Source: an optimization exercise on an open RTL-to-GDS flow (aim: small area, a short achievable clock period and few clock cycles). Production flows keep margins and buffers that such runs may drop. At most, simulation tests tie the RTL to the original design; equivalence was not proved. For runs 1 to 3, only the layout was checked, not whether the RTL still works. No activity file was given, so power comes from the tool's default toggle rates.

==> flow/design.v <==
module bubble_sort(
input clk,
input rst_n,
input [63:0] data,
input en,
output logic [7:0] data_o,
output logic [63:0] data_sort_o,
output logic wr_en,
output logic last
);
function automatic logic le8(input logic [7:0] x, input logic [7:0] y);
  logic [7:0] g, e;
  logic gt;
  g = x & ~y;
  e = ~(x ^ y);
  gt = 1'b0;
  for (int i = 0; i < 8; i++) begin
    logic t;
    t = g[i];
    for (int j = i + 1; j < 8; j++) t = t & e[j];
    gt = gt | t;
  end
  le8 = ~gt;
endfunction
logic [7:0] lo [4];      
logic [7:0] hi [4];      
logic [55:0] srt;        
logic [7:0] rem;         
logic [2:0] cnt;         
logic busy;
logic [7:0] pa [4], pb [4];
logic [3:0] ple;
always_comb
  for (int i = 0; i < 4; i++) begin
    pa[i] = data[16*i +: 8];
    pb[i] = data[16*i+8 +: 8];
    ple[i] = le8(pa[i], pb[i]);
  end
logic c [4][4];          
logic [3:0] win;
always_comb begin
  for (int i = 0; i < 4; i++)
    for (int j = 0; j < 4; j++)
      c[i][j] = le8(lo[i], lo[j]);
  for (int i = 0; i < 4; i++) begin
    win[i] = busy;
    for (int j = 0; j < 4; j++)
      if (j > i) win[i] = win[i] & c[i][j];
      else if (j < i) win[i] = win[i] & ~c[j][i];
  end
end
logic [7:0] m, rem_nxt;
always_comb begin
  m = 8'd0;
  rem_nxt = 8'hff;
  for (int i = 0; i < 4; i++) begin
    m = m | (lo[i] & {8{win[i]}});
    rem_nxt = rem_nxt & hi[i] & (lo[i] | {8{win[i]}});
  end
end
always_ff @(posedge clk) begin
  for (int i = 0; i < 4; i++)
    if (en) begin
      lo[i] <= ple[i] ? pa[i] : pb[i];
      hi[i] <= ple[i] ? pb[i] : pa[i];
    end else if (win[i]) begin
      lo[i] <= hi[i];
      hi[i] <= 8'hff;
    end
  if (busy) srt <= {srt[47:0], m};
  rem <= rem_nxt;
  cnt <= en ? 3'd0 : cnt + 3'd1;
end
always_ff @(posedge clk or negedge rst_n)
  if (!rst_n) begin
    busy  <= 1'b0;
    wr_en <= 1'b0;
    last  <= 1'b1;
  end else begin
    busy  <= en | (busy & (cnt != 3'd6));
    wr_en <= busy;
    last  <= ~(en | (busy & (cnt != 3'd6)));
  end
assign data_o = srt[7:0];
assign data_sort_o = {srt, rem};
endmodule
==> flow/flow/run.sh <==
#!/bin/bash
set -euo pipefail
export BUFFER_PORTS_ARGS="-buffer_cell sky130_fd_sc_hd__buf_1"
bash standard.sh > flow_standard.log 2>&1
==> flow/standard.sh <==
#!/bin/bash
# synth_recipe.tcl (not shown) runs the flow's synth.tcl, then flattens the netlist and writes it again
# the make line also repeats each setting of config.mk as NAME=value (left out here)
make -C /OpenROAD-flow-scripts/flow DESIGN_CONFIG=/design/flow/config.mk WORK_HOME=/design/flow/orfs CLKGATE_MAP_FILE= SYNTH_SCRIPT=/design/flow/synth_recipe.tcl "${@:-finish}"
==> flow/config.mk <==
export PLATFORM = sky130hd
export DESIGN_NAME = bubble_sort
export DESIGN_NICKNAME = bubble_sort
export VERILOG_FILES = /design/flow/design.v
export SDC_FILE = /design/flow/constraint.sdc
export NUM_CORES = 4
export LEC_CHECK = 0
export CAP_MARGIN = 20
export CORE_MARGIN = 2
export CORE_UTILIZATION = 60
export CTS_BUF_LIST = sky130_fd_sc_hd__clkbuf_8
export SETUP_SLACK_MARGIN = 2.6
export SLEW_MARGIN = 20
export TNS_END_PERCENT = 5
==> flow/constraint.sdc <==
create_clock -name core_clock -period 5.0 [get_ports {clk}]
set_input_delay 1.0000 -clock core_clock [delete_from_list [all_inputs] [get_ports {clk}]]
set_output_delay 1.0000 -clock core_clock [all_outputs]
set_load 0.01 [all_outputs]
==> results of run 1 <==
==> cells in the final DEF (no fill, tap or decap), drive strengths merged, types with 11 or more instances in the layout <==
cell type / netlist / routed
buf: 18 / 200
edfxtp: 120 / 120
ha: 72 / 72
a21oi: 54 / 58
inv: 54 / 56
nor2: 54 / 54
nand2: 45 / 45
mux2i: 36 / 36
o211ai: 32 / 32
clkbuf: 16 / 20
a22oi: 16 / 16
o22ai: 12 / 12
dfxtp: 11 / 11
==> cells in the mapped netlist, drive strengths merged <==
cell	number
and4	2
inv	54
buf	18
dfxtp	11
nand4b	10
nand2	45
edfxtp	120
ha	72
o221ai	1
o22a	2
dfrtp	2
nor4b	1
o21a	10
nand4	7
a22oi	16
xnor2	1
o211ai	32
or2	4
o21ai	2
nor4	8
mux2i	36
dfstp	1
a21oi	54
nand3	10
nor2	54
clkbuf	16
a21o	1
o22ai	12
and4b	1
a21boi	4
a2111oi	8
nor3	2
==> metal layers <==
metal,up-vias,share of wire (%),global-route usage (%)
li1,2721,-,-
met1,2816,40,38.4
met2,323,49,48.6
met3,67,8.4,6.32
met4,0,3.3,11.6
met5,-,0,0
==> metrics by stage <==
step / total power [W] / instance area, sq um / util (%)
after floorplan: 0.00260 / 7390 / -
after global placement: 0.00291 / 7890 / 66.5
after detailed placement: 0.00296 / 7890 / 66.5
after CTS: 0.00423 / 9070 / 76.4
after global routing: 0.00459 / 9390 / 79.2
final: 0.00439 / 9390 / 79.2
==> worst min path at each step <==
| stage | from | endpoint | slack [ps] | depth (start not counted) |
|---|---|---|---|---|
| 2_1_floorplan | cnt[0] | cnt[0] | 400 | 1 |
| 3_3_place_gp | cnt[0] | cnt[0] | 410 | 1 |
| 3_5_place_dp | cnt[0] | cnt[0] | 420 | 1 |
| 4_1_cts | rst_n | busy | 330 | 1 |
| 5_1_grt | rst_n | busy | 340 | 1 |
| 6_report | rst_n | busy | 350 | 1 |
==> worst reg2reg max path, stage by stage, from the launching register on <==
cell	delay, ps
edfxtp_1	480
buf_4	180
buf_4	150
ha_1	290
inv_1	50
o21ai_2	190
o22ai_4	130
nor4_4	250
buf_6	180
buf_6	120
nor2_1	50
nor4_2	370
==> flip-flops by register name, indices dropped and copies added (netlist names) <==
name	flops
lo	32
cnt	3
busy	1
last	1
srt	56
wr_en	1
hi	32
rem	8
==> kinds of logic after synthesis <==
family | synth area share [%]
adder cells (fa/ha/maj) | 12.5
XOR/XNOR | 0.121
AND/OR/NAND/NOR | 9.74
AO/OA/AOI/OAI | 13.3
flip-flops | 53.9
multiplexers | 4.98
buffers and inverters | 5.40
==> area by class of cell <==
| type | instances | share of cell area [%] |
|---|---|---|
| Sequential cell | 134 | 41.6 |
| Multi-Input combinational cell | 403 | 37.9 |
| Clock inverter | 13 | 1.49 |
| Timing Repair Buffer | 201 | 11.9 |
| Tap cell | 147 | 1.96 |
| Inverter | 54 | 2.37 |
| Clock buffer | 19 | 2.78 |
==> repair_timing <==
action,CTS,global route
endpoints found under the setup margin,144,144
resized for setup,63,52
setup buffers,45,15
cloned,8,0
pin swaps,32,23
hold buffers,0,0
==> power by group through the flow <==
stage	Combinational, W	Clock, W	Sequential [W]
2_1_floorplan	0.000672	0	0.00193
3_3_place_gp	0.00103	0	0.00188
3_5_place_dp	0.00106	0	0.00190
4_1_cts	0.00146	0.000912	0.00186
5_1_grt	0.00174	0.000950	0.00190
6_report	0.00162	0.000908	0.00186
==> flow_metrics.tcl, run 1 <==
set metrics [dict create \
    yosys_warnings 6 \
    clkTransAtPathRegs_ps 70 \
    rsz0062_at_grt "true" \
    cp_num_cells 11 \
    slowest_delay_ps 480 \
    hold_violations 0 \
    status "no timing/DRC/antenna violations" \
    antenna_found_initial 0 \
    diodes 0 \
    synth.yosys.seq_area_share_pct 53.9 \
    std_cell_rows 40 \
    worst_slack_ps 2450 \
    fp.dieW_um 114 \
    dpl.hpwl_mm 12.4 \
    path_class "flop to flop" \
    vias_per_cell 6.10 \
    min_period_ps 2550 \
    finalSetupViolations 0 \
    maxSlewViolCount 0 \
    dp_cells 871 \
    vdd_drop_max_v 0.000211 \
    r2r_slack_ps 2450 \
    clock_skew_ps 12.9 \
    vias 5927 \
    dr.pass1.iters 6 \
    cts_tree "yes" \
    portBuffers 140 \
    layout.area.seq_sq_um 3900 \
    area_delta_synth_final_pct 29.9 \
    hold_ws_ps 349 \
    crit_required_ps 5320 \
    reg2regPathDepth 11 \
    min_path_type "primary input to async pin" \
    synth_fp_nets 756 \
    path_buf_inv 5 \
    worstPathCellList "buf_4, buf_4, ha_1, inv_1, o21ai_2, o22ai_4, nor4_4, buf_6, buf_6, nor2_1, nor4_2" \
    p_int_w 0.00287 \
    clockRootBuffer "clkbuf_8" \
    drc_errors 0 \
    gp_congestion 0.912 \
    clk_latency_ps 450 \
    r2r-end "rem[4]" \
    h-tree-depth 4 \
    finalWirelength_mm 19.5 \
    multi_input_area_sq_um 3560 \
    grt_max_degree 64 \
    timing.final.crit_share_pct 50.9 \
    crit_path_start "lo[1][5]" \
    grt-ovfl-total 0 \
    cp_slowest_cell "edfxtp_1" \
    synth_top_area_share_pct 49.8 \
    slew_headroom_pct 47.5 \
    max_cap_viol_count 0 \
    fp.dieH_um 114 \
    grt_pass1_vias 5608 \
    r2r_start "lo[1][5]" \
    synth_area_leaders "edfxtp_1, ha_1, mux2i_1" \
    cp-start-kind "flop" \
    synthCells 617 \
    drive_above_1_share_pct 22.9 \
    setup_tns_ps 0 \
    ys_types 39 \
    final_cells 971 \
    max_slew.worst_pin.slew_ps 787 \
    fillers 743 \
    cp_max_fo 7 \
    p_leak_nw 3.65 \
    ys_seq_elements 134 \
    ant_nets 0 \
    p_sw_share_pct 34.7 \
    io_pins 141 \
    max_freq_ghz 0.393 \
    seqPwrFrac_pct 42.5 \
    start_util_pct 60.9 \
    core_area_sq_um 11900 \
    cp.arrival_ps 2860 \
    synth.avg_cell_area_sq_um 11.7 \
    synth.largest_area_cell "edfxtp_1" \
    combPwrFrac_pct 36.9 \
    clk_path_buf_depth 2 \
    cts-buffers-inserted 17 \
    p_per_area_nw_per_um2 467 \
    synth_area_sq_um 7230 \
    cp-end-kind "flop" \
    grt_pass1_wl_mm 28.8 \
    drt-initial-drc-count 432 \
    wl_per_cell_um 20.1 \
    p_clk_share_pct 20.7 \
    crit_family "buffers and inverters" \
    place_ws_ps 1500 \
    switching_power_w 0.00152 \
    num-nets-final 950 \
    grt_usage_pct 29.5 \
    clkSinkCount 134 \
    worstSetupEndpoint "rem[4]" \
    die_area_sq_um 12900 \
]
==> run 2: changes to the inputs <==
--- a/flow/design.v
+++ b/flow/design.v
@@ -26,7 +26,6 @@
 logic [7:0] hi [4];      
 logic [55:0] srt;        
-logic [7:0] rem;         
 logic [2:0] cnt;         
-logic busy;
+logic busy;              
 logic [7:0] pa [4], pb [4];
 logic [3:0] ple;
@@ -50,11 +49,11 @@
   end
 end
-logic [7:0] m, rem_nxt;
+logic [7:0] m, rem;
 always_comb begin
   m = 8'd0;
-  rem_nxt = 8'hff;
+  rem = 8'hff;
   for (int i = 0; i < 4; i++) begin
     m = m | (lo[i] & {8{win[i]}});
-    rem_nxt = rem_nxt & hi[i] & (lo[i] | {8{win[i]}});
+    rem = rem & lo[i];
   end
 end
@@ -69,17 +68,15 @@
     end
   if (busy) srt <= {srt[47:0], m};
-  rem <= rem_nxt;
   cnt <= en ? 3'd0 : cnt + 3'd1;
 end
 always_ff @(posedge clk or negedge rst_n)
   if (!rst_n) begin
-    busy  <= 1'b0;
     wr_en <= 1'b0;
     last  <= 1'b1;
   end else begin
-    busy  <= en | (busy & (cnt != 3'd6));
     wr_en <= busy;
     last  <= ~(en | (busy & (cnt != 3'd6)));
   end
+assign busy = ~last;
 assign data_o = srt[7:0];
 assign data_sort_o = {srt, rem};
--- a/flow/config.mk
+++ b/flow/config.mk
@@ -10,5 +10,5 @@
 export CORE_UTILIZATION = 60
 export CTS_BUF_LIST = sky130_fd_sc_hd__clkbuf_8
-export SETUP_SLACK_MARGIN = 2.6
+export SETUP_SLACK_MARGIN = 2.4
 export SLEW_MARGIN = 20
 export TNS_END_PERCENT = 5
==> run 2 against run 1 <==
Compared with the run above: count of clock-buffer cells in the layout is 2 lower; sequential share of layout area increased by 0.18 points; cell area down 5.2%; total power decreased by 3.9%; sequential cell count fell by 9.
==> flow_metrics.tcl, run 2 <==
set metrics [dict create \
    timing.final.crit_share_pct 55.7 \
    yosys_warnings 6 \
    seqPwrFrac_pct 43.9 \
    status "no timing/DRC/antenna violations" \
    vias_per_cell 6.51 \
    cts-buffers-inserted 17 \
    gp_congestion 0.985 \
    clk_latency_ps 450 \
    rsz0062_at_grt "true" \
    synth_area_leaders "edfxtp_1, ha_1, o211ai_1" \
    cp-end-kind "flop" \
    finalSetupViolations 0 \
    grt_max_degree 70 \
    r2r_slack_ps 2360 \
    p_sw_share_pct 38.8 \
    dr.pass1.iters 5 \
    drt-initial-drc-count 421 \
    clkTransAtPathRegs_ps 70 \
    p_int_w 0.00258 \
    num-nets-final 959 \
    hold_ws_ps 324 \
    final_core_util_pct 70.0 \
    clk_path_buf_depth 2 \
    synth.yosys.seq_area_share_pct 47.1 \
    regMostFlops "srt" \
    grt_pass1_vias 6085 \
    grt_pass1_wl_mm 30.6 \
    portBuffers 140 \
    slew_headroom_pct 50.8 \
    grt-ovfl-total 0 \
    r2r-end "hi[0][7]" \
    io_pins 141 \
    maxSlewViolCount 0 \
    grt_usage_pct 27.4 \
    max_freq_ghz 0.359 \
    clock_skew_ps 15.2 \
    ys_types 42 \
    synth_fp_nets 850 \
    drc_errors 0 \
    h-tree-depth 4 \
    slowest_delay_ps 630 \
    synth.avg_cell_area_sq_um 11.2 \
    ys_seq_elements 125 \
    diodes 0 \
    cp-start-kind "primary input" \
    crit_required_ps 5170 \
    reg2regPathDepth 5 \
    worstPathCellList "buf_1, ha_1, a2111oi_1, nand2_2, o2111ai_1, nand3_1" \
    hold_violations 0 \
    cp.arrival_ps 2950 \
    fillers 1019 \
    dpl-instance-area_sq_um 8410 \
    antenna_found_initial 0 \
    synthCells 704 \
    die_area_sq_um 14100 \
    synth.largest_area_cell "edfxtp_1" \
    synth_flop_cell "edfxtp_1" \
    yosys.cell_count.top_type "edfxtp_1" \
    synth_edf_count 120 \
    synth_area_sq_um 7890 \
    postCtsHoldBufs 0 \
    synth_top_area_share_pct 45.7 \
    combPwrFrac_pct 37.2 \
    final_cell_area_sq_um 8900 \
    switching_power_w 0.00164 \
    synth-async-reset-ratio_pct 1.60 \
    synth_common_cells "edfxtp_1, ha_1, o211ai_1" \
    cts_tree "yes" \
    min_path_type "primary input to async pin" \
    final_cell_mix "buf_1, edfxtp_1, ha_1" \
    vias 6500 \
    p_leak_nw 3.32 \
    core_area_sq_um 12700 \
    vdd_drop_max_v 0.000299 \
    r2r_start "lo[0][5]" \
    fp.dieW_um 119 \
    min_period_ps 2790 \
    wl_per_cell_um 19.1 \
    cp_slowest_cell "a2111oi_1" \
    start_util_pct 62.0 \
    drive_above_1_share_pct 8.84 \
    std_cell_rows 41 \
    finalWirelength_mm 19.0 \
    dpl.hpwl_mm 13.7 \
    fp.dieH_um 119 \
    ant_nets 0 \
    layout_commonest_cell "buf_1" \
    clockRootBuffer "clkbuf_8" \
    max_cap_viol_count 0 \
    max_slew.worst_pin.slew_ps 739 \
    largest_reg_flops 56 \
    clkSinkCount 125 \
    path_class "primary input to flop" \
    largestRegisters "srt x56, hi x32, lo x32" \
    p_clk_share_pct 18.9 \
    p_per_area_nw_per_um2 474 \
    p_total_w 0.00422 \
    cp_max_fo 16 \
    area_delta_synth_final_pct 12.8 \
    setup_tns_ps 0 \
]
-- run 2: worst max-delay path by stage --
stage	startpoint	endpoint	slack, ps	cells after the start
3_3_place_gp	data[21]	lo[1][2]	1850	6
3_5_place_dp	data[13]	lo[0][2]	1750	7
2_1_floorplan	data[45]	hi[2][5]	2270	7
4_1_cts	data[13]	hi[0][6]	2300	7
5_1_grt	data[21]	lo[1][2]	2120	6
6_report	data[21]	lo[1][2]	2210	6
-- run 2: cell type report --
type                       instances  area [sq um]  area share, %
clock inverter                    15           123           1.38
clock buffer                      17           234           2.63
sequential                       125          3710           41.7
multi-input combinational        469          3840           43.2
timing repair buffer             144           559           6.28
tap                              172           215           2.42
inverter                          56           214           2.40
-- run 2: power groups by stage --
stage,Sequential [W],Combinational (W),Clock (W)
6_report,0.00185,0.00157,0.000797
3_5_place_dp,0.00188,0.00147,0
4_1_cts,0.00186,0.00151,0.000811
3_3_place_gp,0.00186,0.00144,0
5_1_grt,0.00189,0.00172,0.000860
2_1_floorplan,0.00189,0.000967,0
-- run 2: worst max-delay path, delay by kind of cell --
family / cells / cell delay (ps)
compound gates: 2 / 910
fa+ha+maj: 1 / 380
buf+inv: 1 / 130
simple gates: 2 / 530
-- run 2: through the flow --
step                std cells  setup WS (ps)
floorplan                 704           2270
global placement          964           1850
finish                    998           2210
detailed placement        964           1750
CTS                       997           2300
global route              998           2120
-- run 2: cells by family after synthesis --
group,count (synthesis),synth area share (%)
AO/OA/AOI/OAI,199,20.3
AND/OR/NAND/NOR,189,14.2
flip-flops,125,47.1
buffers and inverters,111,5.82
adder cells (fa/ha/maj),79,12.5
XOR/XNOR,1,0.111
-- run 2: timing repair --
action / in CTS / in global routing
endpoints found under the setup margin: 124 / 138
gates cloned: 1 / 0
pin swaps: 0 / 1
resized for setup: 9 / 20
hold endpoints to repair: 0 / 0
buffers inserted: 0 / 1
-- run 2: layer usage --
metal	track usage [%]	routed length, um
met5	0	0
met3	6.27	1460
met1	36.2	7940
met2	43.6	9110
met4	11.5	538
==> run 3: changes to the inputs <==
--- a/flow/config.mk
+++ b/flow/config.mk
@@ -8,6 +8,5 @@
 export CAP_MARGIN = 20
 export CORE_MARGIN = 2
-export CORE_UTILIZATION = 60
-export CTS_BUF_LIST = sky130_fd_sc_hd__clkbuf_8
+export CORE_UTILIZATION = 40
 export SETUP_SLACK_MARGIN = 2.4
 export SLEW_MARGIN = 20
==> run 3 against run 2 <==
Compared with the run above: via count fell by 1.1%; critical endpoint is now hi[3][4]; sequential share of layout area fell by 2.2 points; cell area rose by 5.6%; non-clock buffer count rose by 8; die area rose by 48%; area after synthesis did not move.
==> flow_metrics.tcl, run 3 <==
set metrics [dict create \
    status "no timing/DRC/antenna violations" \
    drc_errors 0 \
    layout.area.seq_sq_um 3710 \
    grt_pass1_vias 5891 \
    grt_pass1_wl_mm 31.0 \
    finalSetupViolations 0 \
    multi_input_area_sq_um 3960 \
    h-tree-depth 4 \
    r2r-end "lo[2][5]" \
    reg2regPathDepth 7 \
    vdd_drop_max_v 0.000291 \
    cp-start-kind "primary input" \
    r2r_slack_ps 2400 \
    grt_max_degree 73 \
    drt-initial-drc-count 429 \
    crit_path_start "data[53]" \
    start_util_pct 40.7 \
    clk_path_buf_depth 2 \
    core_area_sq_um 19400 \
    fp.dieW_um 144 \
    regMostFlops "srt" \
    p_leak_nw 3.45 \
    dr.pass1.iters 5 \
    synth_fp_nets 850 \
    cp_max_fo 9 \
    synthCells 704 \
    gp_congestion 0.889 \
    synth_area_leaders "edfxtp_1, ha_1, o211ai_1" \
    synth_top_area_share_pct 45.7 \
    max_cap_viol_count 0 \
    path_class "primary input to flop" \
    yosys_warnings 6 \
    slew_headroom_pct 40.5 \
    layout_commonest_cell "buf_1" \
    synth_flop_cell "edfxtp_1" \
    std_cell_rows 51 \
    setup_tns_ps 0 \
    synth_area_sq_um 7890 \
    hold_ws_ps 357 \
    min_path_type "primary input to async pin" \
    clkTransAtPathRegs_ps 60 \
    rsz0062_at_grt "true" \
    ys_seq_elements 125 \
    finalWirelength_mm 20.0 \
    portBuffers 140 \
    grt_usage_pct 19.1 \
    max_freq_ghz 0.378 \
    die_area_sq_um 20900 \
    io_pins 141 \
    diodes 0 \
    clkSinkCount 125 \
    final_cell_mix "buf_1, edfxtp_1, ha_1" \
    cts_tree "yes" \
    hold_violations 0 \
    vias_per_cell 5.84 \
    fillers 1778 \
    timing.final.crit_share_pct 52.9 \
    cp.arrival_ps 2900 \
    cts-buffers-inserted 17 \
    antenna_found_initial 0 \
    p_per_area_nw_per_um2 503 \
    synth-async-reset-ratio_pct 1.60 \
    synth.largest_area_cell "edfxtp_1" \
    synth_edf_count 120 \
    synth.yosys.seq_area_share_pct 47.1 \
    drive_above_1_share_pct 11.1 \
    grt-ovfl-total 0 \
    max_slew.worst_pin.slew_ps 891 \
    ant_nets 0 \
    synth_common_cells "edfxtp_1, ha_1, o211ai_1" \
    clockRootBuffer "clkbuf_16" \
    clock_skew_ps 13.7 \
    crit_required_ps 5250 \
    num-nets-final 969 \
    maxSlewViolCount 0 \
    r2r_start "lo[2][4]" \
    ys_types 42 \
    vias 6426 \
    wl_per_cell_um 18.2 \
    largest_reg_flops 56 \
    yosys.cell_count.top_type "edfxtp_1" \
    area_delta_synth_final_pct 19.1 \
    cp-end-kind "flop" \
    largestRegisters "srt x56, hi x32, lo x32" \
    synth.avg_cell_area_sq_um 11.2 \
    clk_latency_ps 420 \
    min_period_ps 2650 \
    fp.dieH_um 144 \
    dpl.hpwl_mm 13.9 \
]
## run 3: how the worst max path moves through the flow
stage | end | slack, ps | depth (start not counted)
after floorplan | hi[2][5] | 2270 | 7
after global placement | hi[2][6] | 1760 | 7
after detailed placement | hi[2][6] | 1660 | 7
after CTS | lo[0][2] | 2300 | 5
after global routing | hi[3][4] | 2310 | 7
final | hi[3][4] | 2350 | 6
## run 3: logic make-up after synthesis
family	Yosys count	share of synthesized area, %
flip-flops	125	47.1
AO/OA/AOI/OAI	199	20.3
XOR/XNOR	1	0.111
AND/OR/NAND/NOR	189	14.2
buffers and inverters	111	5.82
adder cells (fa/ha/maj)	79	12.5
## run 3: layout make-up
cell class / count / area share (%)
repair buffers: 152 / 6.72
clock inverters: 14 / 1.30
flip-flops and latches: 125 / 39.5
well taps: 265 / 3.53
multi-input cells: 471 / 42.1
clock buffers: 17 / 4.53
inverters: 56 / 2.28
## run 3: power by group
part	internal [W]	switching (W)
Combinational	0.000652	0.00107
Clock	0.000679	0.000461
Sequential	0.00161	0.000246
Total	0.00295	0.00178
## run 3: per-stage QoR
step	util, %	setup slack, ps	area, sq um	power, W	cells
2_1_floorplan	-	2270	7890	0.00286	704
3_3_place_gp	44.0	1760	8540	0.00334	1057
3_5_place_dp	44.0	1660	8540	0.00336	1057
4_1_cts	47.5	2300	9220	0.00458	1095
5_1_grt	48.4	2310	9400	0.00503	1100
6_report	48.4	2350	9400	0.00473	1100
## run 3: critical path, stage by stage
cell and delay, ps:
buf_1 120, ha_1 370, a2111oi_0 590, and2_2 400, a21oi_2 180, o211ai_1 240
## run 3: repair_timing
item | CTS | global route
buffers inserted | 5 | 4
pin swaps | 4 | 7
gates cloned | 2 | 1
hold buffers | 0 | 0
hold endpoints to repair | 0 | 0
resized for setup | 16 | 30
setup endpoints to repair | 135 | 136
## run 3: layer usage
| layer | GRT usage (%) | vias to the layer above | share of wire [%] |
|---|---|---|---|
| met1 | 27.1 | 3034 | 46 |
| met5 | 0 | - | 0 |
| met2 | 28.8 | 266 | 45 |
| met4 | 7.46 | 0 | 2.3 |
| li1 | - | 3092 | - |
| met3 | 3.81 | 34 | 6.5 |
==> run 4: changes to the inputs <==
--- a/flow/design.v
+++ b/flow/design.v
@@ -10,13 +10,13 @@
 );
 function automatic logic le8(input logic [7:0] x, input logic [7:0] y);
-  logic [7:0] g, e;
+  logic [7:0] g, l;
   logic gt;
   g = x & ~y;
-  e = ~(x ^ y);
+  l = ~x & y;
   gt = 1'b0;
   for (int i = 0; i < 8; i++) begin
     logic t;
     t = g[i];
-    for (int j = i + 1; j < 8; j++) t = t & e[j];
+    for (int j = i + 1; j < 8; j++) t = t & ~g[j] & ~l[j];
     gt = gt | t;
   end
--- a/flow/config.mk
+++ b/flow/config.mk
@@ -6,7 +6,9 @@
 export NUM_CORES = 4
 export LEC_CHECK = 0
+export ABC_AREA = 1
 export CAP_MARGIN = 20
 export CORE_MARGIN = 2
-export CORE_UTILIZATION = 40
+export CORE_UTILIZATION = 60
+export CTS_BUF_LIST = sky130_fd_sc_hd__clkbuf_8
 export SETUP_SLACK_MARGIN = 2.4
 export SLEW_MARGIN = 20
==> run 4 against run 3 <==
Compared with the run above: still clean; combinational power down 49%; sequential power down 6%; sequential cell count unchanged; critical path type is now flop to output pin.
==> flow_metrics.tcl, run 4 <==
set metrics [dict create \
    status "no timing/DRC/antenna violations" \
    seqPwrFrac_pct 50.4 \
    path_class "flop to output pin" \
    worstPathCellList "inv_2, nor4_1, buf_1" \
    final_core_util_pct 70.8 \
    layout.area.seq_sq_um 3710 \
    p_sw_share_pct 34.1 \
    r2r_start "lo[2][1]" \
    drt-initial-drc-count 439 \
    ctsResizeCount 1 \
    layout_commonest_cell "nand2_1" \
    antenna_found_initial 0 \
    rsz0062_at_grt "true" \
    clk_path_buf_depth 2 \
    clk_latency_ps 430 \
    synth_compound_area_share_pct 9.56 \
    fp.dieW_um 110 \
    reg2regPathDepth 13 \
    synth_flop_cell "edfxtp_1" \
    cp_num_cells 3 \
    switching_power_w 0.00117 \
    finalWirelength_mm 14.7 \
    h-tree-depth 4 \
    grt_max_degree 61 \
    synth_area_sq_um 6690 \
    gp_congestion 0.913 \
    grt-ovfl-total 0 \
    synth.yosys.seq_area_share_pct 55.5 \
    yosys.area_share.adder_pct 0.374 \
    core_area_sq_um 10800 \
    final_cell_mix "nand2_1, buf_1, inv_1" \
    drive_above_1_share_pct 6.10 \
    p_leak_nw 3.47 \
    clockRootBuffer "clkbuf_8" \
    portBuffers 140 \
    setup_tns_ps 0 \
    min_path_type "primary input to async pin" \
    cts_tree "yes" \
    largest_reg_flops 56 \
    cp-end-kind "output pin" \
    fillers 873 \
    crit_family "flip-flops" \
    io_pins 141 \
    cp-start-kind "flop" \
    max_slew.worst_pin.slew_ps 703 \
    synth-async-reset-ratio_pct 1.60 \
    hold_violations 0 \
    synth.avg_cell_area_sq_um 8.51 \
    synth_fp_nets 855 \
    postCtsHoldBufs 0 \
    yosys_warnings 6 \
    timing.final.crit_share_pct 53.4 \
    synth_top_family_by_area "simple AND/OR/NAND/NOR gates" \
    maxSlewViolCount 0 \
    drc_errors 0 \
    vias_per_cell 5.31 \
    start_util_pct 61.7 \
    ant_nets 0 \
    cp_max_fo 5 \
    die_area_sq_um 12000 \
    cts-buffers-inserted 17 \
    p_per_area_nw_per_um2 449 \
    dr.pass1.iters 5 \
    cp_slowest_cell "edfxtp_1" \
    ys_types 27 \
    clkTransAtPathRegs_ps 70 \
    cts_setup_buffers 0 \
    cp.arrival_ps 1670 \
    muxShareOfSynthArea_pct 0 \
    slew_headroom_pct 53.1 \
    clock_skew_ps 8.18 \
    wl_per_cell_um 13.7 \
    synthCells 786 \
    dpl.hpwl_mm 11.0 \
    yosys.cell_count.top_type "nand2_1" \
    fp.dieH_um 110 \
    synth_common_cells "nand2_1, inv_1, edfxtp_1" \
    multi_input_area_sq_um 2340 \
    combPwrFrac_pct 25.7 \
    num-nets-final 991 \
    synth_edf_count 120 \
    synth.largest_area_cell "edfxtp_1" \
    largestRegisters "srt x56, hi x32, lo x32" \
    ys_seq_elements 125 \
    slowest_delay_ps 470 \
    r2r-end "hi[2][1]" \
    synth_area_leaders "edfxtp_1, nand2_1, inv_1" \
    vias 5708 \
    min_period_ps 2670 \
    crit_required_ps 4000 \
    p_clk_share_pct 23.9 \
    grt_pass1_wl_mm 23.4 \
    max_cap_viol_count 0 \
    hold_ws_ps 362 \
    regMostFlops "srt" \
    grt_pass1_vias 5030 \
    synth_top_area_share_pct 53.9 \
    diodes 0 \
    grt_usage_pct 25.6 \
    clkSinkCount 125 \
    yosys.area_share.simple_pct 24.6 \
    p_int_w 0.00227 \
    area_delta_synth_final_pct 14.7 \
    max_freq_ghz 0.375 \
    std_cell_rows 38 \
    synthXorXnorAreaFrac_pct 0.131 \
    r2r_slack_ps 2790 \
    finalSetupViolations 0 \
    path_buf_inv 2 \
    vdd_drop_max_v 0.000357 \
    p_total_w 0.00344 \
]
==> run 4: changes by cell type in the layout (fill, tap and decap cells not counted), moves of 32 or more <==
| cell | change |
|---|---|
| o2111ai_1 | -32 |
| o22ai_1 | +39 |
| ha_1 | -76 |
| o211ai_1 | -64 |
| inv_1 | +74 |
| nor2b_1 | -43 |
| a31oi_1 | -32 |
| nand4_1 | -56 |
| nand2_1 | +237 |
==> run 4: power groups by stage <==
stage,Clock [W],Combinational (W),Sequential [W]
6_report,0.000823,0.000885,0.00174
5_1_grt,0.000888,0.00101,0.00178
4_1_cts,0.000842,0.000887,0.00174
3_5_place_dp,0,0.000882,0.00176
3_3_place_gp,0,0.000863,0.00173
2_1_floorplan,0,0.000484,0.00182
==> run 4: cells by family after synthesis <==
family,Yosys count
flops,125
fa+ha+maj,2
xor+xnor,1
compound gates,116
buf+inv,162
simple gates,380
==> run 4: how the worst max path moves through the flow <==
stage | from | slack, ps | to
after detailed placement | en | 1860 | hi[3][0]
after CTS | en | 2340 | lo[3][2]
after floorplan | last | 2440 | hi[1][0]
after global placement | en | 1940 | hi[3][0]
after global routing | lo[0][1] | 2260 | data_sort_o[1]
final | lo[0][1] | 2330 | data_sort_o[1]
==> run 4: per-stage QoR <==
stage          instances  instance area [sq um]  setup WS [ps]
6_report            1075                   7670           2330
4_1_cts             1075                   7660           2340
5_1_grt             1075                   7670           2260
3_5_place_dp        1043                   7280           1860
2_1_floorplan        786                   6690           2440
3_3_place_gp        1043                   7280           1940
==> run 4: per-layer routing <==
layer	part of all wire, %	global-route usage [%]
met5	0	0
met4	2.0	11.5
met3	7.1	6.28
met2	47	40.3
met1	44	33.6
==> run 4: area by class of cell <==
class,count,share of cell area (%)
flip-flops and latches,125,48.4
clock inverters,14,1.68
clock buffers,18,3.23
well taps,140,2.28
repair buffers,145,7.34
inverters,134,6.60
multi-input cells,499,30.5
Testbench counts of run 4, summed over its fixed seeds: cycles 12,800.
==> run 5: changes to the inputs <==
--- a/flow/config.mk
+++ b/flow/config.mk
@@ -11,5 +11,5 @@
 export CORE_UTILIZATION = 60
 export CTS_BUF_LIST = sky130_fd_sc_hd__clkbuf_8
-export SETUP_SLACK_MARGIN = 2.4
+export SETUP_SLACK_MARGIN = 2.7
 export SLEW_MARGIN = 20
-export TNS_END_PERCENT = 5
+export TNS_END_PERCENT = 10
==> run 5 against run 4 <==
Compared with the run above: sequential share of layout area fell by 2.4 points; still clean on timing, DRC and antenna; setup slack improved by 240 ps; utilization rose by 3.7 points; clock power rose by 2.4%; highest routed layer unchanged; hold slack got worse by 38 ps; cell area rose by 5.3%; register-to-register slack got worse by 100 ps; routed wire length rose by 12%; first-iteration DRC count rose by 37%.
==> flow_metrics.tcl, run 5 <==
set metrics [dict create \
    synth.largest_area_cell "edfxtp_1" \
    r2r_start "lo[2][1]" \
    p_clk_share_pct 23.5 \
    r2r-end "hi[2][7]" \
    clk_latency_ps 450 \
    core_area_sq_um 10800 \
    synth_top_area_share_pct 53.9 \
    layout.area.seq_sq_um 3710 \
    fp.dieH_um 110 \
    clk_path_buf_depth 2 \
    gp_congestion 0.947 \
    finalWirelength_mm 16.5 \
    h-tree-depth 4 \
    status "no timing/DRC/antenna violations" \
    p_leak_nw 3.69 \
    grt_pass1_wl_mm 25.2 \
    grt_max_degree 56 \
    wl_per_cell_um 14.8 \
    max_cap_viol_count 0 \
    vias_per_cell 5.40 \
    synth.avg_cell_area_sq_um 8.51 \
    p_total_w 0.00358 \
    dr.pass1.iters 6 \
    timing.final.crit_share_pct 48.6 \
    clkTransAtPathRegs_ps 70 \
    reg2regPathDepth 13 \
    synth_edf_count 120 \
    ant_nets 0 \
    antenna_found_initial 0 \
    hold_ws_ps 324 \
    path_class "flop to output pin" \
    synth_area_leaders "edfxtp_1, nand2_1, inv_1" \
    seqPwrFrac_pct 48.3 \
    start_util_pct 61.7 \
    synth_flop_cell "edfxtp_1" \
    vdd_drop_max_v 0.000444 \
    fp.dieW_um 110 \
    synth.yosys.seq_area_share_pct 55.5 \
    hold_violations 0 \
    cp-start-kind "flop" \
    finalSetupViolations 0 \
    drc_errors 0 \
    grt_usage_pct 27.7 \
    layout_commonest_cell "nand2_1" \
    max_freq_ghz 0.412 \
    slew_headroom_pct 58.3 \
    die_area_sq_um 12000 \
    cp.arrival_ps 1430 \
    cts_tree "yes" \
    cp-end-kind "output pin" \
    rsz0062_at_grt "true" \
    worstPathCellList "inv_2, nor4_2, buf_2" \
    io_pins 141 \
    drive_above_1_share_pct 12.8 \
    final_cell_mix "nand2_1, buf_1, edfxtp_1" \
    p_sw_share_pct 34.2 \
    clockRootBuffer "clkbuf_8" \
    synth_common_cells "nand2_1, inv_1, edfxtp_1" \
    ys_types 27 \
    p_int_w 0.00236 \
    grt-ovfl-total 0 \
    dpl.hpwl_mm 11.1 \
    min_period_ps 2430 \
    crit_required_ps 4000 \
    yosys.cell_count.top_type "nand2_1" \
    multi_input_area_sq_um 2430 \
    vias 6002 \
    std_cell_rows 38 \
    combPwrFrac_pct 28.2 \
    postCtsHoldBufs 0 \
    area_delta_synth_final_pct 20.8 \
    cts-buffers-inserted 17 \
    p_per_area_nw_per_um2 443 \
    r2r_slack_ps 2690 \
    drt-initial-drc-count 601 \
    diodes 0 \
    synth_fp_nets 855 \
    synthCells 786 \
    num-nets-final 1028 \
    cp_max_fo 4 \
    max_slew.worst_pin.slew_ps 625 \
    synth_area_sq_um 6690 \
    clkSinkCount 125 \
    yosys_warnings 6 \
    synth-async-reset-ratio_pct 1.60 \
    grt_pass1_vias 5361 \
    switching_power_w 0.00123 \
    setup_tns_ps 0 \
    ys_seq_elements 125 \
    min_path_type "primary input to async pin" \
    maxSlewViolCount 0 \
    portBuffers 140 \
    largestRegisters "srt x56, hi x32, lo x32" \
    clock_skew_ps 11.3 \
    regMostFlops "srt" \
    slowest_delay_ps 450 \
    largest_reg_flops 56 \
    cp_slowest_cell "edfxtp_1" \
    fillers 807 \
]
## run 5: cell count changes in the layout (fill, tap and decap cells not counted), sizes merged
cell / previous run / this run
buf: 145 / 182
clkinv: 11 / 8
clkbuf: 18 / 20
inv: 131 / 133
clkinvlp: 4 / 3
## run 5: final cells by class
type | count | share of cell area, %
clock inverter | 12 | 1.29
tap | 140 | 2.17
clock buffer | 20 | 3.41
multi-input combinational | 499 | 30.1
timing repair buffer | 182 | 10.7
sequential | 125 | 46.0
inverter | 134 | 6.37
## run 5: critical path: cells and delay by family, from the launching register on
kind / cells / cell delay [ps]
buffers and inverters: 2 / 250
flip-flops: 1 / 450
AND/OR/NAND/NOR: 1 / 290
## run 5: logic make-up (layout without fill, tap and decap cells)
| family | count (synthesis) | count (layout) | synth area share, % |
|---|---|---|---|
| fa+ha+maj | 2 | 2 | 0.374 |
| buf+inv | 162 | 348 | 9.75 |
| flops | 125 | 125 | 55.5 |
| xor+xnor | 1 | 1 | 0.131 |
| compound gates | 116 | 116 | 9.56 |
| simple gates | 380 | 380 | 24.6 |
## run 5: through the flow
step	setup WS (ps)	utilization, %	instances	cell area, sq um
2_1_floorplan	2530	-	786	6700
3_3_place_gp	2180	67.2	1042	7280
3_5_place_dp	2100	67.2	1042	7280
4_1_cts	2510	73.4	1101	7960
5_1_grt	2500	74.5	1112	8080
6_report	2570	74.5	1112	8080
## run 5: timing repair
action | in CTS | in global routing
gates resized for setup | 26 | 14
setup endpoints to repair | 85 | 121
setup buffers | 27 | 11
pin swaps | 4 | 2
## run 5: worst max path at each step
stage / start / endpoint / slack, ps / depth (start not counted)
after floorplan: last / hi[3][0] / 2530 / 5
after global placement: en / hi[3][1] / 2180 / 4
after detailed placement: en / hi[3][1] / 2100 / 4
after CTS: en / hi[3][1] / 2510 / 4
after global routing: lo[3][6] / data_sort_o[6] / 2500 / 3
final: lo[3][6] / data_sort_o[6] / 2570 / 3
## run 5: per-layer routing
| metal | part of all wire (%) | wire length (um) | global-route usage (%) | vias to the layer above |
|---|---|---|---|---|
| li1 | - | - | - | 2951 |
| met1 | 41 | 6700 | 35.0 | 2674 |
| met2 | 48 | 7840 | 43.4 | 321 |
| met3 | 8.1 | 1340 | 8.00 | 56 |
| met4 | 3.6 | 595 | 14.4 | 0 |
| met5 | 0 | 0 | 0 | - |
## run 5: power groups by stage
stage / clock (W) / combinational [W] / sequential [W]
finish: 0.000843 / 0.00101 / 0.00173
global route: 0.000899 / 0.00113 / 0.00176
CTS: 0.000854 / 0.000968 / 0.00173
detailed placement: 0 / 0.000876 / 0.00176
global placement: 0 / 0.000859 / 0.00173
floorplan: 0 / 0.000488 / 0.00182
==> run 6: changes to the inputs <==
==> flow/flow/run.sh (replaced) <==
#!/bin/bash
set -euo pipefail
export BUFFER_PORTS_ARGS="-buffer_cell sky130_fd_sc_hd__buf_1"
export CTS_ARGS="-sink_clustering_enable -repair_clock_nets -dont_use_dummy_load -buf_list sky130_fd_sc_hd__clkbuf_8 -sink_clustering_size 30 -sink_clustering_max_diameter 80"
bash standard.sh > flow_standard.log 2>&1
==> run 6 against run 5 <==
Compared with the run above: synthesized cell count stayed put; sequential cell count stayed put; clock power is 27% lower; area after synthesis stayed put; critical path depth stayed put; critical path type unchanged; count of clock-buffer cells in the layout is 3 lower; die area stayed put; hold slack better by 7.9 ps; first-iteration DRC count is 15% lower; routed wire length is 1.7% lower.
==> flow_metrics.tcl, run 6 <==
set metrics [dict create \
    ys_seq_elements 125 \
    maxSlewViolCount 0 \
    synth_edf_count 120 \
    dp_cells 1042 \
    vias_per_cell 5.41 \
    die_area_sq_um 12000 \
    vias 5929 \
    hold_violations 0 \
    clockRootBuffer "clkbuf_8" \
    timing.final.crit_share_pct 48.3 \
    synth_area_leaders "edfxtp_1, nand2_1, inv_1" \
    dpl.hpwl_mm 11.1 \
    core_area_sq_um 10800 \
    layout_commonest_cell "nand2_1" \
    portBuffers 140 \
    synthCells 786 \
    synth.largest_area_cell "edfxtp_1" \
    clkTransAtPathRegs_ps 60 \
    area_delta_synth_final_pct 18.7 \
    start_util_pct 61.7 \
    cp_max_fo 4 \
    largest_reg_flops 56 \
    io_pins 141 \
    synth_area_sq_um 6690 \
    dpl-instance-area_sq_um 7280 \
    clk_path_buf_depth 2 \
    finalSetupViolations 0 \
    gr-max-usage-layer "met2" \
    largestRegisters "srt x56, hi x32, lo x32" \
    ant_nets 0 \
    antenna_found_initial 0 \
    dr.pass1.iters 5 \
    p_per_area_nw_per_um2 423 \
    synth_common_cells "nand2_1, inv_1, edfxtp_1" \
    final_cell_mix "nand2_1, buf_1, edfxtp_1" \
    drc_errors 0 \
    crit_required_ps 4000 \
    drive_above_1_share_pct 12.0 \
    p_total_w 0.00336 \
    grtUsageMet2_pct 43.1 \
    gp_congestion 0.947 \
    clk_latency_ps 440 \
    p_leak_nw 3.59 \
    grt-ovfl-total 0 \
    grt_pass1_vias 5234 \
    cp.arrival_ps 1410 \
    wl_per_cell_um 14.8 \
    clkSinkCount 125 \
    drt-initial-drc-count 512 \
    max_slew.worst_pin.slew_ps 625 \
    final_cells 1096 \
    grt_max_degree 56 \
    finalWirelength_mm 16.2 \
    path_class "flop to output pin" \
    cp-end-kind "output pin" \
    final_cell_area_sq_um 7940 \
    synth_top_area_share_pct 53.9 \
    min_path_type "primary input to async pin" \
    yosys.cell_count.top_type "nand2_1" \
    rsz0062_at_grt "true" \
    vdd_drop_max_v 0.000337 \
    grt_util_met1_pct 35.6 \
    cts-buffers-inserted 17 \
    num-nets-final 1027 \
    fp.dieW_um 110 \
    cp-start-kind "flop" \
    min_period_ps 2410 \
    synth.yosys.seq_area_share_pct 55.5 \
    synth_fp_nets 855 \
    synth_flop_cell "edfxtp_1" \
    status "no timing/DRC/antenna violations" \
    slew_headroom_pct 58.3 \
    h-tree-depth 4 \
    met3_usage_pct 7.53 \
    grt_pass1_wl_mm 24.9 \
    max_cap_viol_count 0 \
    cts_tree "yes" \
    ys_types 27 \
    fillers 828 \
    std_cell_rows 38 \
    synth.avg_cell_area_sq_um 8.51 \
    synth-async-reset-ratio_pct 1.60 \
    diodes 0 \
    fp.dieH_um 110 \
    clock_skew_ps 15.0 \
    yosys_warnings 6 \
    grt_usage_pct 27.4 \
    max_freq_ghz 0.414 \
    regMostFlops "srt" \
    setup_tns_ps 0 \
]
-- run 6: area by class of cell --
type,instances,area (sq um),area share [%]
Sequential cell,125,3710,46.8
Multi-Input combinational cell,500,2450,30.9
Inverter,134,517,6.51
Tap cell,140,175,2.21
Clock buffer,17,234,2.95
Timing Repair inverter,1,5.00,0.0631
Timing Repair Buffer,179,838,10.6
-- run 6: kinds of logic (layout without fill, tap and decap cells) --
family	Yosys count	after routing	synth area share, %
AOI/OAI and AO/OA	116	116	9.56
xor gates and xnor gates	1	1	0.131
adders and majority gates	2	2	0.374
buffers and inverters	162	331	9.75
DFF	125	125	55.5
and+or+nand+nor	380	381	24.6
-- run 6: path summary, 6_finish.rpt --
| check | from | end | slack, ps | depth (start not counted) |
|---|---|---|---|---|
| min reg2reg | srt[40] | srt[48] | 440 | 0 |
| min | rst_n | wr_en | 330 | 1 |
| max in group asynchronous | rst_n | last | 4460 | 1 |
| max | lo[0][1] | data_sort_o[1] | 2590 | 3 |
| min in group core_clock | srt[40] | srt[48] | 440 | 0 |
| max reg2reg | lo[0][4] | lo[0][2] | 2680 | 12 |
-- run 6: critical path: stages, from the launching register on --
cell      delay (ps)
edfxtp_1         440
inv_2             90
nor4_4           280
buf_2            180
-- run 6: per-stage QoR --
stage	hold WS, ps	worst slack (ps)	util (%)
global placement	412	2180	67.2
finish	332	2590	73.2
global route	310	2490	73.2
floorplan	402	2530	-
detailed placement	425	2100	67.2
CTS	308	2500	71.9
-- run 6: timing repair --
action,in CTS,in global routing
endpoints found under the setup margin,89,122
hold endpoints to repair,0,0
resized for setup,21,24
setup buffers,26,9
pin swaps,4,5
cloned,0,2
hold buffers,0,0
-- run 6: per-layer routing --
| metal | up-vias | routed length (um) |
|---|---|---|
| met3 | 39 | 1320 |
| met4 | 0 | 444 |
| met2 | 283 | 7780 |
| li1 | 2931 | - |
| met1 | 2676 | 6660 |
| met5 | - | 0 |
-- run 6: where the power goes --
group,internal (W),leakage [nW],switching (W)
Sequential,0.00155,1.30,0.000182
Clock,0.000298,0.122,0.000321
Combinational,0.000341,2.18,0.000670
==> run 7: changes to the inputs <==
==> flow/flow/run.sh (replaced) <==
#!/bin/bash
set -euo pipefail
export BUFFER_PORTS_ARGS="-buffer_cell sky130_fd_sc_hd__buf_1"
export CTS_ARGS="-sink_clustering_enable -repair_clock_nets -dont_use_dummy_load -buf_list sky130_fd_sc_hd__clkbuf_8"
bash standard.sh > flow_standard.log 2>&1
--- a/flow/config.mk
+++ b/flow/config.mk
@@ -13,3 +13,3 @@
 export SETUP_SLACK_MARGIN = 2.7
 export SLEW_MARGIN = 20
-export TNS_END_PERCENT = 10
+export TNS_END_PERCENT = 25
==> run 7 against run 6 <==
Compared with the run above: register-to-register slack improved by 20 ps; cell count rose by 0.55%; utilization rose by 0.43 points; first-iteration DRC count rose by 12%; area after synthesis did not move; setup slack got worse by 16 ps; clock power barely moved; non-clock buffer count rose by 6; routed wire length rose by 1.0%; sequential cell count did not move; via count rose by 2.0%; largest power group unchanged; hold slack improved by 1.9 ps.
==> flow_metrics.tcl, run 7 <==
set metrics [dict create \
    largestRegisters "srt x56, hi x32, lo x32" \
    synthXorXnorAreaFrac_pct 0.131 \
    die_area_sq_um 12000 \
    drive_above_1_share_pct 12.8 \
    cts-buffers-inserted 17 \
    antenna_found_initial 0 \
    final_cell_mix "nand2_1, buf_1, edfxtp_1" \
    worstPathCellList "inv_2, nor4_2, buf_2" \
    grt_pass1_vias 5276 \
    vias_per_cell 5.49 \
    slowest_delay_ps 460 \
    p_clk_share_pct 18.3 \
    cp.arrival_ps 1430 \
    cp_slowest_cell "edfxtp_1" \
    p_per_area_nw_per_um2 422 \
    gp_congestion 0.947 \
    status "no timing/DRC/antenna violations" \
    cp-end-kind "output pin" \
    min_period_ps 2430 \
    grt-ovfl-total 0 \
    clkTransAtPathRegs_ps 60 \
    synth_fp_nets 855 \
    max_slew.worst_pin.slew_ps 631 \
    hold_violations 0 \
    seqPwrFrac_pct 51.3 \
    synth.largest_area_cell "edfxtp_1" \
    clkSinkCount 125 \
    yosys.area_share.adder_pct 0.374 \
    clk_path_buf_depth 2 \
    drt-initial-drc-count 574 \
    grt_max_degree 56 \
    std_cell_rows 38 \
    wl_per_cell_um 14.8 \
    ys_types 27 \
    path_buf_inv 2 \
    p_total_w 0.00337 \
    path_class "flop to output pin" \
    crit_family "flip-flops" \
    crit_required_ps 4000 \
    grt_usage_pct 27.6 \
    min_path_type "primary input to async pin" \
    synth_top_family_by_area "simple AND/OR/NAND/NOR gates" \
    dr.pass1.iters 6 \
    synthCells 786 \
    rsz0062_at_grt "true" \
    synth.avg_cell_area_sq_um 8.51 \
    ant_nets 0 \
    yosys.area_share.simple_pct 24.6 \
    start_util_pct 61.7 \
    clk_latency_ps 430 \
    synth.yosys.seq_area_share_pct 55.5 \
    combPwrFrac_pct 30.4 \
    switching_power_w 0.00117 \
    p_sw_share_pct 34.9 \
    ys_seq_elements 125 \
    yosys.cell_count.top_type "nand2_1" \
    num-nets-final 1033 \
    timing.final.crit_share_pct 48.6 \
    cts_tree "yes" \
    largest_reg_flops 56 \
    clock_skew_ps 14.8 \
    synth_flop_cell "edfxtp_1" \
    layout_commonest_cell "nand2_1" \
    synth_edf_count 120 \
    synth_area_sq_um 6690 \
    regMostFlops "srt" \
    fp.dieH_um 110 \
    muxShareOfSynthArea_pct 0 \
    cp_max_fo 4 \
    synth-async-reset-ratio_pct 1.60 \
    synth_top_area_share_pct 53.9 \
    p_leak_nw 3.62 \
    diodes 0 \
    cp-start-kind "flop" \
    p_int_w 0.00219 \
    synth_area_leaders "edfxtp_1, nand2_1, inv_1" \
    setup_tns_ps 0 \
    slew_headroom_pct 57.9 \
    portBuffers 140 \
    core_area_sq_um 10800 \
    yosys_warnings 6 \
    h-tree-depth 4 \
    dpl.hpwl_mm 11.1 \
    synth_compound_area_share_pct 9.56 \
    vias 6047 \
    finalSetupViolations 0 \
    synth_common_cells "nand2_1, inv_1, edfxtp_1" \
    area_delta_synth_final_pct 19.3 \
    fillers 818 \
    finalWirelength_mm 16.4 \
    maxSlewViolCount 0 \
    grt_pass1_wl_mm 25.1 \
    max_cap_viol_count 0 \
    vdd_drop_max_v 0.000333 \
    io_pins 141 \
    clockRootBuffer "clkbuf_8" \
    postCtsHoldBufs 0 \
    drc_errors 0 \
    fp.dieW_um 110 \
    max_freq_ghz 0.412 \
]
-- run 7: repair_timing --
action                                  4_1_cts  5_1_grt
endpoints found under the setup margin       89      122
cloned                                        0        2
buffers inserted                             30       11
gates resized for setup                      25       22
pin swaps                                     5        5
-- run 7: path summary, 6_finish.rpt --
path	startpoint	end	slack, ps	cells after the start
max	lo[3][6]	data_sort_o[6]	2570	3
min	rst_n	wr_en	330	1
max reg2reg	lo[0][4]	lo[0][2]	2700	12
min reg2reg	srt[40]	srt[48]	440	0
max in group asynchronous	rst_n	last	4460	1
min in group core_clock	srt[40]	srt[48]	440	0
-- run 7: layer usage --
metal  GRT usage [%]  vias up  wire length [um]
li1                -     2940                 -
met1            35.5     2727              6520
met2            43.7      328              7790
met3            7.71       52              1470
met4            12.3        0               569
met5               0        -                 0
-- run 7: final cells by class --
cell class,instances,area (sq um),share of cell area [%]
sequential,125,3710,46.5
multi-input combinational,500,2450,30.8
timing repair buffer,185,883,11.1
inverter,134,514,6.44
clock buffer,17,234,2.93
tap,140,175,2.19
timing repair inverter,1,5.00,0.0627
-- run 7: kinds of logic after synthesis --
logic type      Yosys count
compound gates          116
xor+xnor                  1
flops                   125
simple gates            380
fa+ha+maj                 2
buf+inv                 162
-- run 7: stage by stage --
step                hold slack (ps)  cells  worst slack [ps]  util (%)  area (sq um)
floorplan                       402    786              2530         -          6700
global placement                412   1042              2180      67.2          7280
detailed placement              425   1042              2100      67.2          7280
CTS                             308   1089              2500      72.2          7820
global route                    310   1102              2470      73.6          7980
finish                          334   1102              2570      73.6          7980
-- run 7: power by group through the flow --
stage | combinational (W) | sequential [W] | clock [W]
floorplan | 0.000488 | 0.00182 | 0
global placement | 0.000859 | 0.00173 | 0
detailed placement | 0.000876 | 0.00176 | 0
CTS | 0.000970 | 0.00173 | 0.000633
global route | 0.00114 | 0.00176 | 0.000672
finish | 0.00102 | 0.00173 | 0.000617
==> run 8: changes to the inputs <==
--- a/flow/config.mk
+++ b/flow/config.mk
@@ -11,5 +11,5 @@
 export CORE_UTILIZATION = 60
 export CTS_BUF_LIST = sky130_fd_sc_hd__clkbuf_8
-export SETUP_SLACK_MARGIN = 2.7
+export SETUP_SLACK_MARGIN = 3.0
 export SLEW_MARGIN = 20
-export TNS_END_PERCENT = 25
+export TNS_END_PERCENT = 10
==> run 8 against run 7 <==
Compared with the run above: still clean on timing, DRC and antenna; utilization is 1.2 points higher; sequential power hardly changed; count of clock-buffer cells in the layout stayed put; die area stayed put; cell area is 1.6% higher; combinational power is 7% higher; setup slack better by 6.3 ps; fmax is 0.26% higher; routed wire length is 0.39% higher; critical path depth stayed put; largest cell class unchanged.
==> flow_metrics.tcl, run 8 <==
set metrics [dict create \
    fp.dieW_um 110 \
    cts-buffers-inserted 17 \
    p_per_area_nw_per_um2 424 \
    ys_seq_elements 125 \
    dp_cells 1041 \
    cp.arrival_ps 1420 \
    largestRegisters "srt x56, hi x32, lo x32" \
    max_freq_ghz 0.413 \
    grt_usage_pct 28.0 \
    muxShareOfSynthArea_pct 0 \
    vias_per_cell 5.51 \
    p_sw_share_pct 35.3 \
    core_area_sq_um 10800 \
    dr.pass1.iters 5 \
    finalWirelength_mm 16.4 \
    layout_commonest_cell "nand2_1" \
    ys_types 27 \
    maxSlewViolCount 0 \
    p_total_w 0.00344 \
    final_cells 1103 \
    p_leak_nw 3.68 \
    cp-start-kind "flop" \
    fp.dieH_um 110 \
    hold_violations 0 \
    num-nets-final 1034 \
    wl_per_cell_um 14.9 \
    h-tree-depth 4 \
    clkSinkCount 125 \
    min_period_ps 2420 \
    drc_errors 0 \
    max_cap_viol_count 0 \
    worst_slack_ps 2580 \
    synth_top_area_share_pct 53.9 \
    synth_area_sq_um 6690 \
    largest_reg_flops 56 \
    io_pins 141 \
    p_clk_share_pct 18.0 \
    ant_nets 0 \
    synthCells 786 \
    cp_max_fo 5 \
    synth_common_cells "nand2_1, inv_1, edfxtp_1" \
    die_area_sq_um 12000 \
    synth_area_leaders "edfxtp_1, nand2_1, inv_1" \
    clock_skew_ps 20.0 \
    place_ws_ps 2050 \
    grt-ovfl-total 0 \
    min_path_type "primary input to async pin" \
    dpl.hpwl_mm 11.2 \
    vdd_drop_max_v 0.000282 \
    yosys_warnings 6 \
    synth_flop_cell "edfxtp_1" \
    regMostFlops "srt" \
    crit_required_ps 4000 \
    finalSetupViolations 0 \
    combPwrFrac_pct 31.6 \
    drt-initial-drc-count 519 \
    clk_latency_ps 430 \
    portBuffers 140 \
    diodes 0 \
    path_class "flop to output pin" \
    clkTransAtPathRegs_ps 70 \
    clk_path_buf_depth 2 \
    gp_congestion 0.929 \
    switching_power_w 0.00121 \
    yosys.area_share.adder_pct 0.374 \
    std_cell_rows 38 \
    yosys.cell_count.top_type "nand2_1" \
    grt_max_degree 51 \
    status "no timing/DRC/antenna violations" \
    p_int_w 0.00223 \
    synth-async-reset-ratio_pct 1.60 \
    synth.largest_area_cell "edfxtp_1" \
    synth.avg_cell_area_sq_um 8.51 \
    area_delta_synth_final_pct 21.2 \
    synth_fp_nets 855 \
    grt_pass1_vias 5439 \
    final_cell_mix "nand2_1, buf_1, edfxtp_1" \
    synth_top_family_by_area "simple AND/OR/NAND/NOR gates" \
    timing.final.crit_share_pct 48.5 \
    seqPwrFrac_pct 50.3 \
    synth.yosys.seq_area_share_pct 55.5 \
    synthXorXnorAreaFrac_pct 0.131 \
    max_slew.worst_pin.slew_ps 495 \
    synth_edf_count 120 \
    synth_compound_area_share_pct 9.56 \
    clockRootBuffer "clkbuf_8" \
    grt_pass1_wl_mm 25.7 \
    yosys.area_share.simple_pct 24.6 \
    rsz0062_at_grt "true" \
    cp-end-kind "output pin" \
    start_util_pct 61.7 \
    slew_headroom_pct 66.9 \
    antenna_found_initial 0 \
    drive_above_1_share_pct 13.3 \
    postCtsHoldBufs 0 \
    setup_tns_ps 0 \
    vias 6075 \
    cts_tree "yes" \
    final_core_util_pct 74.8 \
]
-- run 8: cell counts after synthesis --
Identical to the previous run, type by type.
-- run 8: power groups by stage --
stage / Clock, W / Sequential (W) / Combinational [W]
floorplan: 0 / 0.00182 / 0.000517
global placement: 0 / 0.00173 / 0.000885
detailed placement: 0 / 0.00177 / 0.000900
CTS: 0.000626 / 0.00173 / 0.00104
global route: 0.000661 / 0.00176 / 0.00120
finish: 0.000621 / 0.00173 / 0.00109
-- run 8: metrics by stage --
stage                     hold slack, ps  cell area, sq um
after detailed placement             432              7320
after floorplan                      402              6800
after global placement               411              7320
after CTS                            329              8030
after global routing                 339              8110
final                                342              8110
-- run 8: final cells by class --
class	instances	area (sq um)
timing repair buffer	188	966
fill	765	2730
multi-input combinational	499	2500
inverter	134	514
clock buffer	17	234
sequential	125	3710
tap	140	175
-- run 8: routing by layer --
| metal | track usage (%) | up-vias | share of wire [%] |
|---|---|---|---|
| li1 | - | 2953 | - |
| met4 | 13.0 | 0 | 3.5 |
| met2 | 46.0 | 348 | 47 |
| met5 | 0 | - | 0 |
| met3 | 4.92 | 63 | 9.7 |
| met1 | 36.2 | 2711 | 40 |
-- run 8: cell families after synthesis --
logic type	Yosys count
simple gates	380
buf+inv	162
flops	125
compound gates	116
fa+ha+maj	2
xor+xnor	1
-- run 8: final timing paths --
path	start	to	slack, ps	depth (start not counted)
setup / recovery	lo[1][2]	data_sort_o[2]	2580	3
hold / removal	rst_n	wr_en	340	1
setup reg to reg	lo[3][2]	hi[3][5]	2640	14
hold reg to reg	srt[41]	srt[49]	440	0
max in group asynchronous	rst_n	last	4450	1
min in group core_clock	srt[41]	srt[49]	440	0
-- run 8: timing repair --
item                                    4_1_cts  5_1_grt
pin swaps                                     7        3
gates cloned                                  1        0
resized for setup                            48        6
endpoints found under the setup margin      159      173
buffers inserted                             38        6
-- run 8: worst max-delay path: stages (launching register included) --
cell	delay [ps]
edfxtp_1	420
inv_2	100
nor4_4	290
buf_2	170
==> run 9: changes to the inputs <==
--- a/flow/config.mk
+++ b/flow/config.mk
@@ -11,5 +11,5 @@
 export CORE_UTILIZATION = 60
 export CTS_BUF_LIST = sky130_fd_sc_hd__clkbuf_8
-export SETUP_SLACK_MARGIN = 3.0
+export SETUP_SLACK_MARGIN = 2.55
 export SLEW_MARGIN = 20
 export TNS_END_PERCENT = 10
==> run 9 against run 8 <==
Compared with the run above: largest cell class unchanged; total power decreased by 4.4%; synthesized cell count unchanged; still clean on timing, DRC and antenna; hold slack worse by 12 ps; highest routed layer unchanged; fmax fell by 2.6%; sequential power about the same.
==> flow_metrics.tcl, run 9 <==
set metrics [dict create \
    grtUsageMet2_pct 42.4 \
    fp.dieH_um 110 \
    synth_area_leaders "edfxtp_1, nand2_1, inv_1" \
    drc_errors 0 \
    synth.avg_cell_area_sq_um 8.51 \
    core_area_sq_um 10800 \
    gp_congestion 0.947 \
    clk_latency_ps 440 \
    met3_usage_pct 7.29 \
    synth-async-reset-ratio_pct 1.60 \
    clkSinkCount 125 \
    clockRootBuffer "clkbuf_8" \
    finalWirelength_mm 15.5 \
    grt_max_degree 56 \
    drive_above_1_share_pct 7.73 \
    clk_path_buf_depth 2 \
    final_core_util_pct 71.0 \
    clkTransAtPathRegs_ps 70 \
    slew_headroom_pct 57.6 \
    synth_flop_cell "edfxtp_1" \
    maxSlewViolCount 0 \
    yosys.cell_count.top_type "nand2_1" \
    worst_slack_ps 2510 \
    reg2regPathDepth 11 \
    p_per_area_nw_per_um2 427 \
    crit_required_ps 4000 \
    yosys_warnings 6 \
    ant_nets 0 \
    gr-max-usage-layer "met2" \
    cp_slowest_cell "edfxtp_1" \
    r2r-end "hi[1][0]" \
    max_freq_ghz 0.402 \
    grt_usage_pct 26.7 \
    dpl.hpwl_mm 11.1 \
    synth_edf_count 120 \
    rsz0062_at_grt "true" \
    synth.largest_area_cell "edfxtp_1" \
    fp.dieW_um 110 \
    min_path_type "primary input to async pin" \
    antenna_found_initial 0 \
    grt_pass1_wl_mm 24.4 \
    ys_types 27 \
    vias_per_cell 5.39 \
    clock_skew_ps 15.6 \
    synthCells 786 \
    h-tree-depth 4 \
    setup_tns_ps 0 \
    regMostFlops "srt" \
    grt_pass1_vias 5148 \
    num-nets-final 1003 \
    max_slew.worst_pin.slew_ps 636 \
    max_cap_viol_count 0 \
    diodes 0 \
    cp.arrival_ps 1490 \
    synth_top_area_share_pct 53.9 \
    synth_common_cells "nand2_1, inv_1, edfxtp_1" \
    cts_tree "yes" \
    synth.yosys.seq_area_share_pct 55.5 \
    crit_path_start "lo[1][6]" \
    worstSetupEndpoint "data_sort_o[6]" \
    area_delta_synth_final_pct 15.1 \
    grt_util_met1_pct 34.7 \
    die_area_sq_um 12000 \
    timing.final.crit_share_pct 49.8 \
    p_leak_nw 3.47 \
    place_ws_ps 2100 \
    wl_per_cell_um 14.5 \
    status "no timing/DRC/antenna violations" \
    final_cell_mix "nand2_1, buf_1, inv_1" \
    vdd_drop_max_v 0.000327 \
    r2r_slack_ps 2620 \
    layout_commonest_cell "nand2_1" \
    cp-start-kind "flop" \
    hold_violations 0 \
    drt-initial-drc-count 489 \
    dr.pass1.iters 5 \
    start_util_pct 61.7 \
    ys_seq_elements 125 \
    io_pins 141 \
    portBuffers 140 \
    p_total_w 0.00329 \
    slowest_delay_ps 430 \
    vias 5773 \
    r2r_start "lo[1][1]" \
    cts-buffers-inserted 17 \
    synth_area_sq_um 6690 \
    cp_max_fo 4 \
    path_class "flop to output pin" \
    postCtsHoldBufs 0 \
    finalSetupViolations 0 \
    std_cell_rows 38 \
    largest_reg_flops 56 \
    worstPathCellList "inv_1, nor4_2, buf_1" \
    fillers 849 \
    min_period_ps 2490 \
    synth_fp_nets 855 \
    largestRegisters "srt x56, hi x32, lo x32" \
    grt-ovfl-total 0 \
    cp-end-kind "output pin" \
]
## run 9: cell count changes in the layout (fill, tap and decap cells not counted), moves of 6 or more
cell | before | now
o21ai_0 | 3 | 27
o21ai_1 | 33 | 10
buf_4 | 39 | 17
inv_1 | 112 | 123
inv_2 | 16 | 6
nand2_1 | 233 | 239
## run 9: layout make-up
| class | count | area [sq um] | area share (%) |
|---|---|---|---|
| Timing Repair Buffer | 157 | 657 | 8.53 |
| Tap cell | 140 | 175 | 2.27 |
| Clock buffer | 17 | 234 | 3.04 |
| Multi-Input combinational cell | 499 | 2410 | 31.3 |
| Inverter | 134 | 510 | 6.63 |
| Sequential cell | 125 | 3710 | 48.2 |
## run 9: report_power, final
part           switching [W]  leakage (nW)  total, W  internal [W]
clock network       0.000322         0.122  0.000619      0.000298
registers           0.000188          1.30   0.00174       0.00155
logic               0.000632          2.06  0.000934      0.000302
## run 9: critical path: cells and delay by family (launching register included)
family | cells | cell delay, ps
AND/OR/NAND/NOR | 1 | 310
buffers and inverters | 2 | 320
flip-flops | 1 | 430
## run 9: cell families (layout without fill, tap and decap cells)
kind of cell	Yosys count	in the layout	share of synthesized area (%)
XOR/XNOR	1	1	0.131
buffers and inverters	162	308	9.75
flip-flops	125	125	55.5
AND/OR/NAND/NOR	380	380	24.6
adder cells (fa/ha/maj)	2	2	0.374
AO/OA/AOI/OAI	116	116	9.56
## run 9: worst min-delay path by stage
stage / from / to / slack (ps) / cells after the start
floorplan: cnt[0] / cnt[0] / 400 / 1
global placement: cnt[0] / cnt[0] / 410 / 1
detailed placement: cnt[0] / cnt[0] / 430 / 1
CTS: rst_n / wr_en / 310 / 1
global route: rst_n / wr_en / 310 / 1
finish: rst_n / wr_en / 330 / 1
## run 9: per-layer routing
layer | wire, um | vias to the layer above | share of wire, %
li1 | - | 2877 | -
met1 | 6500 | 2603 | 42
met2 | 7420 | 255 | 48
met3 | 1170 | 38 | 7.5
met4 | 419 | 0 | 2.7
met5 | 0 | - | 0
## run 9: metrics by stage
step / hold slack (ps) / cells / area (sq um)
after floorplan: 402 / 786 / 6700
after global placement: 412 / 1042 / 7280
after detailed placement: 425 / 1042 / 7280
after CTS: 308 / 1069 / 7630
after global routing: 309 / 1072 / 7700
final: 330 / 1072 / 7700
## run 9: what timing repair did
| action | in CTS | in global routing |
|---|---|---|
| setup buffers | 10 | 3 |
| gates resized for setup | 11 | 10 |
| pin swaps | 1 | 0 |
| setup endpoints to repair | 44 | 109 |

==> what the ideal ports hide <==
No port has a modelled driver above. Below, the same layouts with a new extraction and two added sets of constraints. Step 1 (the two cells are an assumption about what drives the block):
set clk [get_ports {clk}]
set_driving_cell -lib_cell sky130_fd_sc_hd__clkbuf_16 $clk
set_driving_cell -lib_cell sky130_fd_sc_hd__buf_2 [delete_from_list [all_inputs] $clk]
Step 2 times the ports against the registers' clock, not the clock port: input delays grow and output delays shrink by t, the midpoint of the rising clock arrivals with the driver on. a / b / c = ideal ports / drivers / drivers and shift; a / b = the first two.
| run | t, ns | setup WS [ns] | slew at the worst register clock pin (ns) | worst slew at a driven data input, ns |
|---|---|---|---|---|
| run 1 | 0.480 | 2.453 / 2.453 / 2.043 | 0.08 / 0.08 | 0.05 |
| run 2 | 0.486 | 2.215 / 2.231 / 1.745 | 0.08 / 0.08 | 0.05 |
| run 3 | 0.460 | 2.354 / 2.374 / 1.915 | 0.06 / 0.06 | 0.03 |
| run 4 | 0.468 | 2.331 / 2.292 / 2.070 | 0.07 / 0.07 | 0.05 |
| run 5 | 0.479 | 2.572 / 2.534 / 2.203 | 0.07 / 0.07 | 0.04 |
| run 6 | 0.467 | 2.586 / 2.550 / 2.334 | 0.07 / 0.07 | 0.04 |
| run 7 | 0.465 | 2.570 / 2.533 / 2.377 | 0.07 / 0.07 | 0.04 |
| run 8 | 0.458 | 2.576 / 2.539 / 2.336 | 0.07 / 0.07 | 0.03 |
| run 9 | 0.469 | 2.512 / 2.476 / 2.102 | 0.07 / 0.07 | 0.04 |
After both steps setup and hold are still met in every run listed. For run 2, which loses most, drivers alone change the setup slack by +0.016 ns; drivers and shift together by -0.470 ns.
